This is an optimization exercise on Yosys and OpenROAD, whose aim is a short achievable clock period and few clock cycles, not a production implementation.
Only simulation tests tie the RTL to the original design; equivalence was not proved.
Power is estimated from default activity; no workload was simulated.

==> flow/design.v <==
module conv(
    input rst,
    input clk, 
    output reg M0_R_req, 
    output reg [31:0]M0_addr, 
    input [31:0]M0_R_data, 
    output reg [3:0]M0_W_req, 
    output [31:0]M0_W_data,
    output reg M1_R_req, 
    output reg [31:0]M1_addr, 
    input [31:0]M1_R_data, 
    output reg [3:0]M1_W_req, 
    output reg [31:0]M1_W_data,
    input start,
    output reg finish
);
    reg [31:0]window[8:0];
    reg [31:0]weight[8:0];
    reg [31:0]bias;
    reg [3:0]state;
    reg [4:0]weight_index;
    reg [5:0]window_index;
    reg [2:0]array_index;
    reg [9:0]window_head;
    reg [2:0]move_state;
    reg [2:0]cal_state;
    reg signed [63:0]product[8:0];
    reg signed [31:0]ans;
    reg [9:0]write_back_index;
    reg stall;
    reg send;
    integer i;
    assign M0_W_data = 32'd0;
    always@(posedge clk)begin
        if(rst)begin
            state <= 0;
            finish <= 0;
            M0_R_req <= 0;
            M0_W_req <= 0;
            M1_R_req <= 0;
            M1_W_req <= 0;
        end else begin
        if(start==1&&state==0)begin
            state <= 1;
            array_index <= 0;
            window_index <= 0;
            weight_index <= 0;
            window_head <= 0;
            move_state <= 0;
            cal_state <= 0;
            write_back_index <= 0;
            send <= 1;
            stall <= 1;
        end 
        if(state==1&&start==0)begin
            if(weight_index>=10)begin
                state <= 2;
                send <= 1;
            end else if(send)begin
                M0_R_req <= 1;
                M0_W_req <= 0;
                M0_addr <= (784+weight_index)*4;
                send <= 0;
            end else begin
                M0_R_req <= 0;
                M0_W_req <= 0;
                weight_index <= weight_index + 1;
                weight[weight_index-1] <= M0_R_data;
                send <= 1;
            end
        end else if(state==2)begin
            if(send)begin
                M0_R_req <= 1;
                M0_W_req <= 0;
                M0_addr <= 793*4;
                send <= 0;
            end else begin
                bias <= M0_R_data;
                send <= 1;
                state <= 3;
            end
        end else if(state==3)begin
            if(window_index>=58)begin
                send <= 1;
                state <= 4;
                window_index <= 0;
            end else if(send)begin
                M0_R_req <= 1;
                M0_W_req <= 0;
                M0_addr <= window_index*4;
                send <= 0;
            end else begin
                if(stall)begin
                    stall <= 0;
                end else begin
                if(window_index==1)begin
                    window_index <= 28;
                    array_index <= 3;
                end else if(window_index==29)begin
                    window_index <= 56;
                    array_index <= 6;
                end else begin
                    window_index <= window_index + 1;
                    array_index <= array_index + 1;
                end
                M0_R_req <= 0;
                window[array_index] = M0_R_data;
                send <= 1;
                stall <= 1;
                end
            end
        end else if(state==4)begin
            if(send==1)begin
                if(move_state==0)begin
                    M0_addr <= (window_head+2)*4;
                end else if(move_state==1)begin
                    M0_addr <= (window_head+30)*4;
                end else begin
                    M0_addr <= (window_head+58)*4;
                end               
                M0_R_req <= 1;
                M0_W_req <= 0;
                send <= 0;
            end else begin 
                if(stall)begin
                    stall <= 0;
                end else begin
                if(move_state==0)begin
                    window[2] <= M0_R_data;
                    move_state <= move_state + 1;
                end else if(move_state==1)begin
                    window[5] <= M0_R_data;
                    move_state <= move_state + 1;
                end else begin
                    window[8] <= M0_R_data;
                    move_state <= 0;
                    state <= 5;
                end
                send <= 1;
                stall <= 1;
                end
            end
        end else if(state==5)begin
            if(cal_state==0)begin
                for(i=0; i<9; i=i+1)begin
                    product[i] <= $signed(window[i])*$signed(weight[i]);
                end
                cal_state <= 1;
            end else if(cal_state==1)begin
                for(i=0; i<9; i=i+1)begin
                    product[i][31:0] <= product[i][47:16];
                end
                cal_state <= 2;
            end else begin
                ans <= $signed(product[0][31:0])+$signed(product[1][31:0])+
                        $signed(product[2][31:0])+$signed(product[3][31:0])+
                        $signed(product[4][31:0])+$signed(product[5][31:0])+
                        $signed(product[6][31:0])+$signed(product[7][31:0])+
                        $signed(product[8][31:0]);
                cal_state <= 0;
                state <= 6;
            end
        end else if(state==6)begin
            M1_R_req <= 1;
            M1_W_req <= 4'b1111;
            M1_addr <= write_back_index*4;
            M1_W_data <= ans;
            state <= 7;
            write_back_index <= write_back_index + 1;
        end else if(state==7)begin
            if(write_back_index>=676)begin
                finish <= 1;
            end else begin
                window[0] <= window[1];
                window[1] <= window[2];
                window[3] <= window[4];
                window[4] <= window[5];
                window[6] <= window[7];
                window[7] <= window[8];
                if(window_head%28 >= 25)begin
                    window_head <= window_head + 3;
                    state <= 8;
                end else begin 
                    window_head <= window_head + 1;
                    state <= 4;
                end
            end
        end else if(state==8)begin
            if(window_index>=58)begin
                send <= 1;
                state <= 4;
                window_index <= 0;
            end else begin
                if(send)begin
                    M0_R_req <= 1;
                    M0_W_req <= 0;
                    M0_addr <= (window_head+window_index)*4;
                    send <= 0;
                end else begin
                    if(stall)begin
                        stall <= 0;
                    end else begin
                    if(window_index==1)begin
                        window_index <= 28;
                        array_index <= 3;
                    end else if(window_index==29)begin
                        window_index <= 56;
                        array_index <= 6;
                    end else begin
                        window_index <= window_index + 1;
                        array_index <= array_index + 1;
                    end
                    M0_R_req <= 0;
                    window[array_index] <= M0_R_data;
                    send <= 1;
                    stall <= 1;
                    end
                end
            end
        end
    end
    end
endmodule
==> flow/run.sh <==
#!/bin/bash
# synth_recipe.tcl (not shown) runs the flow's synth.tcl, then flattens the netlist and writes it again
# the make line also repeats each setting of config.mk as NAME=value (left out here)
make -C /OpenROAD-flow-scripts/flow DESIGN_CONFIG=/design/flow/config.mk WORK_HOME=/design/flow/orfs CLKGATE_MAP_FILE= SYNTH_SCRIPT=/design/flow/synth_recipe.tcl finish
==> flow/config.mk <==
export PLATFORM = sky130hd
export DESIGN_NAME = conv
export DESIGN_NICKNAME = conv
export VERILOG_FILES = /design/flow/design.v
export SDC_FILE = /design/flow/constraint.sdc
export NUM_CORES = 8
export LEC_CHECK = 0
export CAP_MARGIN = 20
export CORE_MARGIN = 2
export CORE_UTILIZATION = 40
export SLEW_MARGIN = 20
==> flow/constraint.sdc <==
create_clock -name core_clock -period 12.0 [get_ports {clk}]
set_input_delay 2.4000 -clock core_clock [delete_from_list [all_inputs] [get_ports {clk}]]
set_output_delay 2.4000 -clock core_clock [all_outputs]
set_load 0.01 [all_outputs]
==> results.cfg <==
[die]
coreArea_sq_mm = 0.768
die_width_um = 881
die_h_um = 881
start_util_pct = 40.1
io_pins = 206
num_rows = 322
dieArea_sq_mm = 0.777

[drt]
routed_wl_um = 989000
route.detailed.drc = 0
viasPerCell = 5.18
drtIter0Drc = 18137
via_count = 221085
dr.pass1.iters = 9
ant_nets = 0
wl_per_cell_um = 23.2

[worst_hold_path]
hold_depth = 0
hold_path.class = reg2reg

[sta]
final_hold_viol_count = 0
worst_slew_pin_slew_ps = 1360
tns_ps = 0
max_slew_margin_pct = 8.50
clock.fmax_ghz = 0.105
setup_viol = 0
finalMaxSlewViolations = 0
min_period_ps = 9540
rsz0062_at_grt = no
fin_ws_ps = 2460
fin_skew_ps = 121
period_share_pct = 79.5

[synth]
avgSynthCellArea_sq_um = 9.33
synth.distinct_cells = 87
syn_inst = 33008
syn_area_sq_mm = 0.308
synth_edf_count = 1135
ys_seq_area_share_pct = 11.1
yosysWarnings = 3
synth_seq_cells = 1146
synth_flop_cell = edfxtp_1
synthArstFlopShare_pct = 0

[cells_and_area]
syn2layout_area_growth_pct = 5.72
final_common_cell = inv_1
drive_gt1_share_pct = 3.15
fin_util_pct = 42.4
n_fill_cell = 75058
final_nets = 41593
final_cell_count_no_fill = 42674
mostFrequentLayoutCells = inv_1, fa_1, nand2_1

[cts]
insertion_delay_ps = 950
postCtsSetupBuffers = 0
clock_path_buffers = 4
cts.repair.resized = 0
clkTransAtPathRegs_ps = 70
h-tree-depth = 4
cts_tree = done
clock-sinks = 1146
root_buffer = clkbuf_16
cts_buffers = 147
ctsHoldBuffers = 0

[pwr]
power.leakage_uw = 0.164
vdd_ir_drop_max_uv = 709
p_per_area_mw_per_mm2 = 124

[setup_path]
worstPathArrival_ps = 10160
worst-endpoint-required_ps = 12620
cp_slowest_stage_delay_ps = 770
worstRegToRegCells = 26
cpMaxStageDelayCell = a2111oi_1
cp_top_family = adder cells
cp_num_cells = 26
path_common_cell = fa_1
crit_buf_inv = 6
worst-setup-path-type = reg2reg
worstPathMaxFanout = 26
end_kind = flip-flop
startpoint_type = flip-flop

[placement]
gp_congestion = 0.977
dp_slack_ps = 2430
portBuffers = 98
dpl.hpwl_um = 766000
dp.cells = 42242

[outcome]
status = finished clean

[global_routing]
grt_overflow = 0
grt_max_degree = 157
grt_pass1_vias = 238896
grt_pass1_wl_um = 1510000
grt_use_total_pct = 26.0
antenna_found_initial = 121

[job]
maxCapViolations = 0
final cells by class:
cell class                 count  area [sq um]  share of cell area, %
inverter                    8545         32100                   9.86
antenna                      158           395                  0.122
sequential                  1146         34300                   10.5
clock buffer                 160          3770                   1.16
tap                        10206         12800                   3.92
multi-input combinational  21600        235000                   72.2
clock inverter               106          1200                  0.369
timing repair buffer         753          6010                   1.85
cells in the mapped netlist (77+ instances only):
library cell	instances	area [sq um]
a21o_1	192	1440
o21ai_0	444	2220
nor2_1	259	972
xor2_1	216	1890
xnor2_1	591	5180
buf_4	82	616
a21oi_1	378	1890
o21a_1	83	623
nand2b_1	211	1320
ha_1	1566	19600
inv_1	8545	32100
nand2_1	7293	27400
nand3_1	102	510
nor3_1	77	385
fa_1	7767	155000
clkbuf_1	1678	6300
and2_1	1755	11000
edfxtp_1	1135	34100
stage by stage:
step | area (sq um) | power, uW | hold slack [ps]
final | 325000 | 40200 | 407
after global routing | 325000 | 43600 | 413
after CTS | 325000 | 40100 | 403
after detailed placement | 320000 | 35000 | 405
after global placement | 320000 | 34800 | 403
after floorplan | 308000 | 26600 | 400
logic make-up (layout without fill, tap and decap cells):
logic type,count (synthesis),in the layout,share of synthesized area (%)
AOI/OAI and AO/OA,1477,1477,3.00
xor gates and xnor gates,807,807,2.30
adders and majority gates,9333,9333,56.9
buffers and inverters,10336,9564,12.7
DFF,1146,1146,11.1
muxes,6,6,0.0219
other,1,233,0.00122
and+or+nand+nor,9902,9902,13.9
final timing paths:
check / end / slack, ps / startpoint
worst max register to register: product[4][46] / 2460 / window[4][5]
worst min register to register: M1_W_data[2] / 410 / ans[2]
worst min-delay path: M1_W_data[2] / 410 / ans[2]
worst max-delay path: product[4][46] / 2460 / window[4][5]
where the power goes:
part | total [uW] | switching, uW | internal (uW)
Combinational | 29700 | 17600 | 12200
Clock | 4860 | 2190 | 2670
Sequential | 5610 | 102 | 5510
Total | 40200 | 19900 | 20300
routing by layer:
metal / wire, um / GRT usage, %
met1: 376000 / 33.3
met5: 644 / 0.185
met4: 57500 / 13.2
met3: 99200 / 6.62
met2: 455000 / 41.1
registers in the layout, summed over array words and instances, names as in the netlist, 3 cells and up:
signal,cells
ans,32
move_state,3
M1_addr,10
weight,288
weight_index,5
state,4
cal_state,3
array_index,3
window_head,10
window,288
M0_W_req,4
M0_addr,11
product,432
M1_W_data,32
write_back_index,10
window_index,6

-- what the ideal ports hide --
The flow's constraints put no driver on any port. The routed layout listed below was extracted and timed again, unchanged, in two steps. Step 1: set_driving_cell puts a clkbuf_16 on clk and a buf_2 on each other input, an assumption about the parent block. Step 2 also shifts input and output timing later by t, the mid clock arrival at the registers, as if the neighbouring blocks saw the same clock. Three values: ideal, step 1, step 2; two values: the first two.
shift t [ns]: 1.015
slack for setup (ns): 2.461 / 2.461 / 2.461
worst setup path after step 2: register to register
pins driven straight from the clock port: 1
After both steps setup and hold are still met in this run. For this run, drivers alone change the setup slack by 0.000 ns; drivers and shift together by 0.000 ns.
